This design comes from an exercise in tuning for small area, a short achievable clock period and few clock cycles on the open sky130 flow, not from production work.
Function not checked in this run: the RTL went through the layout flow alone.
Power is estimated from default activity; no workload was simulated.

==> flow/design.v <==
module s_mem(input logic [7:0] address, input logic clock, input logic [7:0] data,
             input logic wren, output logic [7:0] q);
    logic [7:0] mem [0:255];
    logic [7:0] addr_q;
    always @(posedge clock) begin
        if (wren)
            mem[address] <= data;
        addr_q <= address;
    end
    assign q = mem[addr_q];
endmodule
module init(input logic clk, input logic rst_n,
            input logic en, output logic rdy,
            output logic [7:0] addr, output logic [7:0] wrdata, output logic wren);
logic done;
always @(posedge clk or negedge rst_n) begin
    if (rst_n == 0) begin
        addr <= 0;
        done <= 0;
    end else begin
        if (en == 1 && done == 0) begin
            if (addr == 255)
                done <= 1;
            else
                addr <= addr + 1;
        end
    end
end
assign wren = ~done;
assign wrdata = addr;
assign rdy = done;
endmodule
module ksa(input logic clk, input logic rst_n,
           input logic en, output logic rdy,
           input logic [23:0] key,
           output logic [7:0] addr, input logic [7:0] rddata, output logic [7:0] wrdata, output logic wren);
reg [4:0] seq_flag;
reg addr_plus_flag;
reg write_or_nah;
reg [7:0] j, j_new, temp_addr, si, sj, count;
reg stop;
always @(posedge clk or negedge rst_n) begin 
    if (rst_n == 0) begin
        stop <= 0;
        count =0;
        write_or_nah <=0;
        j <= 0;
        temp_addr <=0;
        si <= 8'b00000000;
        sj <= 8'b00000000;
        addr <= 8'b00000000;
        rdy <= 1'b0;
        wrdata <= 0;
        seq_flag <= 0;
        addr_plus_flag <= 0;
        addr <= 0;
    end else begin
    if (rdy == 1'b1) begin
        if (seq_flag == 31) begin
            seq_flag <= 0;
            addr_plus_flag <= 1;
            if (count == 255) begin
            rdy <= 1'b0;
            stop <= 1;
            write_or_nah <= 0;
            end else begin
            addr <= addr + 1;
            count <= count + 1;
            rdy <= 1'b0;
            write_or_nah <= 0;
            end
        end
        if (seq_flag < 31) begin
            if (seq_flag%5 ==4||seq_flag%5 ==3||seq_flag%5 ==2||seq_flag%5 ==1)
            rdy <= 1'b0;
            else
            rdy <= 1'b1;
            addr_plus_flag <= 0;
            seq_flag <= seq_flag + 1;
        end 
    end else begin
        if (addr <= 255 && en == 1 && stop == 0) begin
           if (seq_flag == 0) begin
           rdy <=1;
           if (en == 1) begin
           seq_flag <= seq_flag + 1;
           write_or_nah <= 0;
           end
           end 
           else if (seq_flag == 5) begin
           rdy <=1;
           if (en == 1) begin
           si <= rddata;
           seq_flag <= seq_flag + 1;
           write_or_nah <= 0;
           end
           end
           else if (seq_flag == 10) begin
           rdy <=1;
           if (en == 1) begin
           if (addr%3 == 0)
                j <= (j + si + key[23:16])%256;
           else if (addr%3 == 1)
                j <= (j + si + key[15:8])%256;
           else  
                j <= (j + si + key[7:0])%256;
           seq_flag <= seq_flag + 1;
           write_or_nah <= 0;
           end
           end
           else if (seq_flag == 15) begin 
           rdy <=1;
           if (en == 1) begin
           temp_addr <= addr;
           addr <= j;
           seq_flag <= seq_flag + 1;
           write_or_nah <= 0;
           end
           end
           else if (seq_flag == 20) begin
           rdy <=1;
           if (en == 1) begin
           sj <= rddata; 
           seq_flag <= seq_flag + 1;
           write_or_nah <= 0;
           end
           end
           else if (seq_flag == 25) begin
           rdy <=1;
           if (en == 1) begin
           wrdata <= si;
           seq_flag <= seq_flag + 1;
           write_or_nah <= 1;
           end
           end
           else if (seq_flag == 30) begin
           rdy <=1;
           if (en == 1) begin
           addr <= temp_addr;
           wrdata <= sj;
           seq_flag <= seq_flag + 1;
           write_or_nah <= 1;
           end
           end
           else if (seq_flag !=30 &&seq_flag !=25&&seq_flag !=20 &&seq_flag !=15 &&seq_flag !=10 &&seq_flag !=5 &&seq_flag !=0) begin
           if (en == 1) begin
           seq_flag <= seq_flag + 1;
           write_or_nah <= 0;
           end
           end
end
end
end
end
always_comb begin
    if ( en == 1'b1 && write_or_nah == 1'b1)
        wren = 1'b1;
    else 
        wren = 1'b0;
end
endmodule
module prga(input logic clk, input logic rst_n,
            input logic en, output logic rdy,
            input logic [23:0] key,
            output logic [7:0] s_addr, input logic [7:0] s_rddata, output logic [7:0] s_wrdata, output logic s_wren,
            output logic [7:0] ct_addr, input logic [7:0] ct_rddata,
            output logic [7:0] pt_addr, input logic [7:0] pt_rddata, output logic [7:0] pt_wrdata, output logic pt_wren);
reg [6:0] seq_flag;
reg write_or_nah_pt, write_or_nah_s;
reg [7:0] i, j, k, temp_addr, comb_addr, si, sj, scomb_add, ciphertext;
reg [7:0] pad;
assign s_wren = write_or_nah_s? 1:0;
assign pt_wren = write_or_nah_pt? 1:0;
always @(posedge clk or negedge rst_n) begin 
    if (rst_n == 0) begin
        rdy <= 1'b0;
        write_or_nah_pt <= 0;
        write_or_nah_s <= 0;
        i <= 8'b00000000;
        j <= 8'b00000000;
        k <= 8'b00000010;
        seq_flag <= 6'b000000;
        temp_addr <= 8'b00000000;
        si <= 8'b00000000;
        sj <= 8'b00000000;
        scomb_add <= 8'b00000000;
        s_addr <= 8'b00000000;
        ct_addr <= 8'b00000001;
        pt_addr <= 8'b00000001;
        comb_addr <= 8'b00000000;
        s_wrdata <= 8'b00000000;
        pt_wrdata <= 8'b00000000;
    end else begin
    if (rdy == 1'b1) begin
        if (seq_flag == 126) begin
            seq_flag <= 0;
            s_addr <= s_addr + 1;
            ct_addr <= ct_addr + 1;
            pt_addr <= pt_addr + 1;
            rdy <= 1'b0;
            write_or_nah_pt <= 0;
            write_or_nah_s <= 0;
        end
        if (seq_flag < 126) begin
            if (seq_flag%5 ==4||seq_flag%5 ==3||seq_flag%5 ==2||seq_flag%5 ==1)
            rdy <= 1'b0;
            else
            rdy <= 1'b1;
            seq_flag <= seq_flag + 1;
        end 
    end else begin
        if (ct_addr <= k && en == 1) begin
           if (seq_flag == 0) begin
           rdy <=1;
           if (en == 1) begin
           temp_addr <= ct_addr;
           seq_flag <= seq_flag + 1;
           write_or_nah_pt <= 0;
           write_or_nah_s <= 0;
           end
           end 
           else if (seq_flag == 5) begin
           rdy <=1;
           if (en == 1) begin
           ct_addr <= 0;
           seq_flag <= seq_flag + 1;
           write_or_nah_pt <= 0;
           write_or_nah_s <= 0;
           end
           end 
           else if (seq_flag == 10) begin
           rdy <=1;
           if (en == 1) begin
           k <= ct_rddata;
           seq_flag <= seq_flag + 1;
           write_or_nah_pt <= 0;
           write_or_nah_s <= 0;
           end
           end 
           else if (seq_flag == 15) begin
           rdy <=1;
           if (en == 1) begin
           ct_addr <= temp_addr;
           i <= (i + 1)%256;
           seq_flag <= seq_flag + 1;
           write_or_nah_pt <= 0;
           write_or_nah_s <= 0;
           end
           end 
           else if (seq_flag == 20) begin
           rdy <=1;
           if (en == 1) begin
           s_addr <= i;
           seq_flag <= seq_flag + 1;
           write_or_nah_pt <= 0;
           write_or_nah_s <= 0;
           end
           end 
           else if (seq_flag == 25) begin
           rdy <=1;
           if (en == 1) begin
           si <= s_rddata;
           seq_flag <= seq_flag + 1;
           write_or_nah_pt <= 0;
           write_or_nah_s <= 0;
           end
           end
           else if (seq_flag == 30) begin
           rdy <=1;
           if (en == 1) begin
           j <= (j + si)%256;
           seq_flag <= seq_flag + 1;
           write_or_nah_pt <= 0;
           write_or_nah_s <= 0;
           end
           end
           else if (seq_flag == 35) begin
           rdy <=1;
           if (en == 1) begin
           s_addr <= j;
           seq_flag <= seq_flag + 1;
           write_or_nah_pt <= 0;
           write_or_nah_s <= 0;
           end
           end 
           else if (seq_flag == 40) begin
           rdy <=1;
           if (en == 1) begin
           sj <= s_rddata;
           seq_flag <= seq_flag + 1;
           write_or_nah_pt <= 0;
           write_or_nah_s <= 0;
           end
           end 
           else if (seq_flag == 45) begin
           rdy <=1;
           if (en == 1) begin
           s_wrdata <= si;
           seq_flag <= seq_flag + 1;
           write_or_nah_pt <= 0;
           write_or_nah_s <= 1;
           end
           end
           else if (seq_flag == 50) begin
           rdy <=1;
           if (en == 1) begin
           s_addr <= i;
           s_wrdata <= sj;
           seq_flag <= seq_flag + 1;
           write_or_nah_pt <= 0;
           write_or_nah_s <= 1;
           end
           end
           else if (seq_flag == 55) begin
           rdy <=1;
           if (en == 1) begin
           ct_addr <= temp_addr;
           seq_flag <= seq_flag + 1;
           write_or_nah_pt <= 0;
           write_or_nah_s <= 0;
           end
           end
           else if (seq_flag == 60) begin
           rdy <=1;
           if (en == 1) begin
           s_addr <= i;
           seq_flag <= seq_flag + 1;
           write_or_nah_pt <= 0;
           write_or_nah_s <= 0;
           end
           end 
           else if (seq_flag == 65) begin
           rdy <=1;
           if (en == 1) begin
           si <= s_rddata;
           seq_flag <= seq_flag + 1;
           write_or_nah_pt <= 0;
           write_or_nah_s <= 0;
           end
           end
           else if (seq_flag == 70) begin
           rdy <=1;
           if (en == 1) begin
           s_addr <= j;
           seq_flag <= seq_flag + 1;
           write_or_nah_pt <= 0;
           write_or_nah_s <= 0;
           end
           end 
           else if (seq_flag == 75) begin
           rdy <=1;
           if (en == 1) begin
           sj <= s_rddata;
           seq_flag <= seq_flag + 1;
           write_or_nah_pt <= 0;
           write_or_nah_s <= 0;
           end
           end
           else if (seq_flag == 80) begin
           rdy <=1;
           if (en == 1) begin
           comb_addr <= si + sj;
           seq_flag <= seq_flag + 1;
           write_or_nah_pt <= 0;
           write_or_nah_s <= 0;
           end
           end
           else if (seq_flag == 85) begin
           rdy <=1;
           if (en == 1) begin
           s_addr <= comb_addr;
           seq_flag <= seq_flag + 1;
           write_or_nah_pt <= 0;
           write_or_nah_s <= 0;
           end
           end
           else if (seq_flag == 90) begin
           rdy <=1;
           if (en == 1) begin
           scomb_add <= s_rddata;
           seq_flag <= seq_flag + 1;
           write_or_nah_pt <= 0;
           write_or_nah_s <= 0;
           end
           end
           else if (seq_flag == 95) begin
           rdy <=1;
           if (en == 1) begin
           ct_addr <= temp_addr;
           pad <= scomb_add;
           seq_flag <= seq_flag + 1;
           write_or_nah_pt <= 0;
           write_or_nah_s <= 0;
           end
           end
           else if (seq_flag == 100) begin
           rdy <=1;
           if (en == 1) begin
           ciphertext <= ct_rddata;
           seq_flag <= seq_flag + 1;
           write_or_nah_pt <= 0;
           write_or_nah_s <= 0;
           end
           end
           else if (seq_flag == 105) begin
           rdy <=1;
           if (en == 1) begin
           pt_wrdata <= pad ^ ciphertext;
           seq_flag <= seq_flag + 1;
           write_or_nah_pt <= 1;
           write_or_nah_s <= 0;
           end
           end
           else if (seq_flag == 110) begin
           rdy <=1;
           if (en == 1) begin
           temp_addr <= pt_addr;
           seq_flag <= seq_flag + 1;
           write_or_nah_pt <= 0;
           write_or_nah_s <= 0;
           end
           end
           else if (seq_flag == 115) begin
           rdy <=1;
           if (en == 1) begin
           ct_addr <= 0;
           pt_addr <= 0;
           seq_flag <= seq_flag + 1;
           write_or_nah_pt <= 0;
           write_or_nah_s <= 0;
           end
           end
           else if (seq_flag == 120) begin
           rdy <=1;
           if (en == 1) begin
           pt_wrdata <= k;
           seq_flag <= seq_flag + 1;
           write_or_nah_pt <= 1;
           write_or_nah_s <= 0;
           end
           end
           else if (seq_flag == 125) begin
           rdy <=1;
           if (en == 1) begin
           pt_addr <= temp_addr;
           ct_addr <= temp_addr;
           seq_flag <= seq_flag + 1;
           write_or_nah_pt <= 0;
           write_or_nah_s <= 0;
           end
           end
           else if (seq_flag !=125 &&
                    seq_flag !=120 && seq_flag !=115 && seq_flag !=110 && seq_flag !=105 &&
                    seq_flag !=100 && seq_flag !=95 && seq_flag !=90 && seq_flag !=85 && seq_flag !=80 &&
                    seq_flag !=75 && seq_flag !=70 && seq_flag !=65 &&
                    seq_flag !=60 && seq_flag !=55 && seq_flag !=50 &&
                    seq_flag !=45 && seq_flag !=40 && seq_flag !=35 &&
                    seq_flag !=30 && seq_flag !=25 && seq_flag !=20 &&
                    seq_flag !=15 && seq_flag !=10 && seq_flag !=5 &&
                    seq_flag !=0) begin
           if (en == 1) begin
           seq_flag <= seq_flag + 1;
           write_or_nah_pt <= 0;
           write_or_nah_s <= 0;
           end
           end
end
end
end
end
endmodule
module arc4(input logic clk, input logic rst_n,
            input logic en, output logic rdy,
            input logic [23:0] key,
            output logic [7:0] ct_addr, input logic [7:0] ct_rddata,
            output logic [7:0] pt_addr, input logic [7:0] pt_rddata, output logic [7:0] pt_wrdata, output logic pt_wren);
    wire ksa_en, prga_en;
    wire [7:0] s_addr, s_wrdata, q;
    wire s_wren;
    wire rdy_init, wren_init;
    wire [7:0] addr_init, wrdata_init;
    wire rdy_ksa, wren_ksa;
    wire [7:0] addr_ksa, wrdata_ksa;
    wire rdy_prga, wren_prga;
    wire [7:0] addr_prga, wrdata_prga;
    wire [9:0] counter_out;
    counter counter1(counter_out, wren_ksa, rst_n, clk);
    s_mem s(s_addr, clk, s_wrdata, s_wren, q);
    init i(clk, rst_n, en, rdy_init, 
           addr_init, wrdata_init, wren_init);
    ksa k(clk, rst_n, ksa_en, rdy_ksa, 
           key, addr_ksa, q, wrdata_ksa, wren_ksa);
    prga p(clk, rst_n, prga_en, 
           rdy_prga, key, addr_prga,
           q, wrdata_prga, wren_prga,
           ct_addr, ct_rddata, pt_addr,
           pt_rddata, pt_wrdata, pt_wren);
    assign ksa_en = wren_init ? 0 : 1;
    assign prga_en = (counter_out > 767)? 1 : 0;
    assign s_addr = (wren_init == 1)? addr_init: ((counter_out > 767)? addr_prga: addr_ksa);
    assign s_wrdata = (wren_init == 1)? wrdata_init: ((counter_out > 767)? wrdata_prga: wrdata_ksa);
    assign s_wren = (wren_init == 1)? wren_init: ((counter_out > 767)? wren_prga: wren_ksa);
endmodule
module counter(out, enable, reset, clk);
input enable, reset, clk;
output reg [9:0] out;
always @(posedge clk) begin
    if (reset == 1'b0) begin
        out <= 10'b0000000000;
    end else begin
        if (enable == 1) begin
        out <= out + 1;
        end 
        end
end
endmodule
module crack(input logic clk, input logic rst_n,
             input logic en, output logic rdy,
             input logic [23:0] key_start,
             output logic [23:0] key, output logic key_valid,
             output logic [7:0] ct_addr, input logic [7:0] ct_rddata);
    logic [7:0] pt_addr, pt_wrdata, pt_rddata, temp_addr;
    logic pt_wren, drop_out, arc_en, we_good, arc_rdy, start_flag, reset_arc;
    logic [10:0] str_len;
    integer maxval;
    assign maxval = 24'b111111111111111111111111;
    reg [3:0] present_state, next_state;
    reg [23:0] key_next;
    reg [10:0] str_len_next;
    assign pt_rddata = 8'b0;
    logic reset_arc_q;
    always@ (posedge clk or negedge rst_n) begin
        if (rst_n == 0)
            reset_arc_q <= 1;
        else
            reset_arc_q <= (next_state != 4'b0010) && (next_state != 4'b0100);
    end
    arc4 a4(clk, (rst_n && reset_arc_q), arc_en, 
            arc_rdy, key, ct_addr, 
            ct_rddata, pt_addr, pt_rddata,
            pt_wrdata, pt_wren);
    always@ (posedge clk or negedge rst_n) begin
    if (rst_n == 0) begin
        present_state <= 4'b0000;
        key <= 0;
        str_len <=0;
    end else begin
        present_state <= next_state;
        key <= key_next;
        str_len <= str_len_next;
end
end
  always@(*) begin
    case (present_state)
            4'b0000: if (en == 1) begin
                        next_state = 4'b0001;
                    end else begin
                        next_state = 4'b0000;
                        end
           4'b0001: if ((pt_addr == 0) && (pt_wren ==1)) begin  
                            next_state = 4'b0010;
                            end else begin
                            next_state = 4'b0001;
                        end
           4'b0010: next_state = 4'b0011;
           4'b0011: if (key == maxval && (pt_wrdata<'h20 || pt_wrdata>'h7E)&&(pt_addr != 0) && (pt_wren ==1)) begin
                            next_state = 4'b0111;
                        end else begin
                        if ((pt_wrdata <'h20 || pt_wrdata>'h7E) && (pt_addr != 0) && (pt_wren ==1)) begin
                            next_state = 4'b0100;
                        end else begin
                        if (pt_addr == str_len && pt_wrdata>='h20 && pt_wrdata<='h7E && (pt_wren ==1)) begin
                            next_state = 4'b0101;
                        end else begin
                            next_state = 4'b0011;
                end
                end
                end
           4'b0100: next_state = 4'b0011;
           4'b0101: if (rst_n == 0)
                        next_state = 4'b0000;
                    else
                        next_state = 4'b0101;
           4'b0111: if (rst_n == 0)
                        next_state = 4'b0000;
                    else
                        next_state = 4'b0111;
            default: next_state = 4'b0000;
    endcase
end
always_comb begin
    case (present_state)
            4'b0000: begin
            rdy = 0;
            arc_en = 0;
            key_valid = 0;
            str_len_next = 0;
            key_next = key_start;
            reset_arc = 1;
            end
            4'b0001: begin
            rdy = 0;
            arc_en = 1;
            key_valid = 0;
            str_len_next = pt_wrdata;
            key_next = key;
            reset_arc = 1;
            end
            4'b0010: begin
            rdy = 0;
            arc_en = 1;
            key_valid = 0;
            str_len_next = str_len;
            key_next = key;
            reset_arc = 0;
            end
           4'b0011: begin
            rdy = 0;
            arc_en = 1;
            key_valid = 0;
            str_len_next = str_len;
            key_next = key;
            reset_arc = 1;
            end
            4'b0100: begin
            rdy = 0;
            arc_en = 0;
            key_valid = 0;
            str_len_next = str_len;
            key_next = key + 1;
            reset_arc = 0;  
            end
           4'b0101: begin
            rdy = 1;
            arc_en = 1;
            key_valid = 1;
            str_len_next = str_len;
            key_next = key;
            reset_arc = 1;
            end
           4'b0111: begin
            rdy = 1;
            arc_en = 1;
            key_valid = 0;
            str_len_next = str_len;
            key_next = key;
            reset_arc = 1;
            end
            default: begin
            rdy = 0;
            arc_en = 0;
            key_valid = 0;
            str_len_next = 0;  
            key_next = 0;
            reset_arc = 1;
            end
    endcase
end
endmodule
==> flow/run.sh <==
#!/bin/bash
# synth_recipe.tcl (not shown) runs the flow's synth.tcl, then flattens the netlist and writes it again
# the make line also repeats each setting of config.mk as NAME=value (left out here)
make -C /OpenROAD-flow-scripts/flow DESIGN_CONFIG=/design/flow/config.mk WORK_HOME=/design/flow/orfs CLKGATE_MAP_FILE= SYNTH_SCRIPT=/design/flow/synth_recipe.tcl finish
==> flow/config.mk <==
export PLATFORM = sky130hd
export DESIGN_NAME = crack
export DESIGN_NICKNAME = crack
export VERILOG_FILES = /design/flow/design.v
export SDC_FILE = /design/flow/constraint.sdc
export NUM_CORES = 4
export LEC_CHECK = 0
export CAP_MARGIN = 20
export CORE_MARGIN = 2
export CORE_UTILIZATION = 40
export SLEW_MARGIN = 20
==> flow/constraint.sdc <==
create_clock -name core_clock -period 10.0 [get_ports {clk}]
set_input_delay 2.0000 -clock core_clock [delete_from_list [all_inputs] [get_ports {clk}]]
set_output_delay 2.0000 -clock core_clock [all_outputs]
set_load 0.01 [all_outputs]
==> qor.txt <==
Synth Warn #: 6
Mapped Area: 95500 um2
Worst setup SP type: flip-flop
Post-CTS resize count: 0
Hold Path Class: flip-flop to flip-flop
Status: timing/DRC/antenna clean
Starting Density: 40.2%
Area of the core: 238000 um2
DRT iter0 DRCs: 4523
Drt pass-1 iters: 5
Fmax: 125 MHz
Synth async-reset ratio: 9.67%
Vias: 48524
Layout cell share with drive strength beyond 1: 22.4%
Skew final: 99.2 ps
Post-CTS Setup Repair Bufs: 0
Die H: 493 um
First-pass GRT wire length: 327000 um
Slew @ Worst Pin: 1190 ps
Cts hold-fix bufs: 0
Mean post-synth cell area: 18.5 um2
Largest register FFs: 2048
Final WL: 219000 um
Crit path required time: 10790 ps
Setup TNS: 0 ps
Row Count: 179
Minimum clock period: 8000 ps
Crit-path slowest cell: dfrtp_1
Total CTS buffers: 232
Yosys reg bits: 2305
I/O Pins: 69
Unrepaired setup endpoints after global routing: no
Synth unique cells: 90
Final HPWL DP: 132000 um
Final setup viols: 0
GR Overflow Total: 0
GRT Util Overall: 17.9%
Number of I/O port buffers: 68
Routing usage on met2: 29.2%
Gpl congestion: 0.817
Die width: 493 um
Max-slew violations: 0
Clk latency of the worst-skew pair: 890 ps
Max clock buf depth: 3
Top_reg_cell synth: edfxtp_1
Crit path largest cell delay: 690 ps
Most frequent cells in the layout: edfxtp_1 (2064), mux4_2 (680), nor2_1 (430)
Slew headroom: 20.4%
Clock slew at reported path FFs: 60 ps
Cells after synthesis: 5149
Fill count: 19981
Residual DRC: 0
Post-synth EDFFs: 2064
Lkg Pwr: 30.7 nW
Syn_nets: 5259
H-tree depth: 4
Die area: 243000 um2
Grt met3 use: 2.42%
Post-DR vias/cell: 5.64
Hold_ws: 447 ps
WL/cell: 25.4 um
Top reg by flops: a4.s.mem
Final Hold Vio Count: 0
Max-cap viol count: 0
Most common cell after layout, fill and taps aside: edfxtp_1
Initial antenna violation count: 4
Most used routing layer: met2
Antenna viol nets, final: 0
Type of the worst setup path: flip-flop to flip-flop
PnR worst setup slack: 2000 ps
Top cell by count, worst path: ha_1
Largest net degree at the start of global routing: 256
Peak supply drop: 0.194 mV
Pwr Density: 175 nW/um2
Sequential-to-total area share from yosys stat: 71.2%
CTS sink cnt: 2305
Pre-CTS WS: 2090 ps
Grt met1 use: 25.6%
Top flop regs: a4.s.mem (2048), key (24), a4.counter1.out (10)
Non-Filler Instances: 8600
Vias in the first global route: 48474
Final period utilization: 80.0%
Crit path capture type: flip-flop
Largest fanout on the critical path: 16
CTS Root Cell: clkbuf_16
Synth-to-layout area growth: 12.4%
CTS tree: done
# nets final: 5347
Crit path DAT: 8790 ps
Placed Cells incl. Taps: 8168
[power by group]
part           switching, mW  internal, mW
Sequential           0.00146          10.3
Combinational         0.0310        0.0191
Clock                   3.71          4.69
[final cells by class]
class | count | area, um2 | area share [%]
antenna | 2 | 5.00 | 0.00466
clock buffer | 302 | 6200 | 5.78
clock inverter | 126 | 1190 | 1.11
inverter | 62 | 240 | 0.224
multi-input combinational | 2492 | 26300 | 24.5
sequential | 2305 | 67900 | 63.3
tap | 3167 | 3960 | 3.69
timing repair buffer | 144 | 1440 | 1.34
[cells in the mapped netlist, drive strengths merged (20+ instances only)]
cell type	count	area, um2
nor2	430	1610
buf	81	337
a21o	26	195
nand4	21	131
nand2	267	1000
inv	61	229
nor2b	25	156
mux2	83	938
mux2i	44	440
o22ai	20	125
or3	21	131
a31oi	56	357
xor2	46	403
nand3	71	355
nor3	40	200
xnor2	47	419
o21ai	118	591
nand2b	25	156
mux4	680	15300
dfrtp	219	5480
and2	26	163
a21oi	160	801
and3	26	163
clkbuf	209	785
ha	71	888
edfxtp	2064	62000
[per-layer routing]
metal  wire length, um  share of wire, %
met5                26             0.012
met4              4710               2.2
met3             11400               5.2
met2            108000                49
met1             94900                43
[final timing paths]
check | slack (ps) | start | to | depth (start not counted)
max | 2000 | a4.k.addr[6] | a4.k.j[7] | 31
min | 450 | a4.p.scomb_add[6] | a4.p.pad[6] | 0
max reg2reg | 2000 | a4.k.addr[6] | a4.k.j[7] | 31
min reg2reg | 450 | a4.p.scomb_add[6] | a4.p.pad[6] | 0
max in group asynchronous | 6230 | rst_n | a4.k.addr[2] | 6
min in group asynchronous | 1080 | reset_arc_q | a4.p.s_addr[6] | 2
[critical path, delay by kind of cell (launching register included)]
| family | cells | cell delay [ps] |
|---|---|---|
| AO/OA/AOI/OAI | 14 | 2880 |
| AND/OR/NAND/NOR | 7 | 2070 |
| adder cells (fa/ha/maj) | 4 | 1200 |
| flip-flops | 1 | 690 |
| multiplexers | 2 | 640 |
| XOR/XNOR | 3 | 400 |
| buffers and inverters | 1 | 90 |
[stage by stage]
| stage | instance area (um2) | utilization (%) | total power [mW] |
|---|---|---|---|
| 3_3_place_gp | 99900 | 42.0 | 10.6 |
| 4_1_cts | 107000 | 45.1 | 19.0 |
| 5_1_grt | 107000 | 45.2 | 19.3 |
| 3_5_place_dp | 99900 | 42.0 | 10.6 |
| 2_1_floorplan | 95500 | - | 10.6 |
| 6_report | 107000 | 45.2 | 18.8 |
[cells by family (layout without fill, tap and decap cells)]
family	after synthesis	in the layout	synth area share, %
compound gates	515	515	3.39
xor+xnor	93	93	0.861
fa+ha+maj	75	75	1.01
buf+inv	352	634	1.42
flops	2305	2305	71.2
mux	807	807	17.5
other cells	0	2	0
simple gates	1002	1002	4.67

==> afterwards: timing with drivers on the ports <==
Ports are ideal in the flow. The routed layout listed here was re-timed in OpenROAD. Step 1 (the two cells are an assumption about what drives the block):
set clk [get_ports {clk}]
set_driving_cell -lib_cell sky130_fd_sc_hd__clkbuf_16 $clk
set_driving_cell -lib_cell sky130_fd_sc_hd__buf_2 [delete_from_list [all_inputs] $clk]
Step 2 times the ports against the registers' clock, not the clock port: input delays grow and output delays shrink by t, the midpoint of the rising clock arrivals with the driver on. a / b / c = ideal ports / drivers / drivers and shift; a / b = the first two.
shift t [ns]: 0.931
setup slack, ns: 2.004 / 2.004 / 2.004
hold slack, ns: 0.447 / 0.447 / 0.447
After both steps setup and hold are still met in this run. For this run, drivers alone change the setup slack by 0.000 ns; drivers and shift together by 0.000 ns.
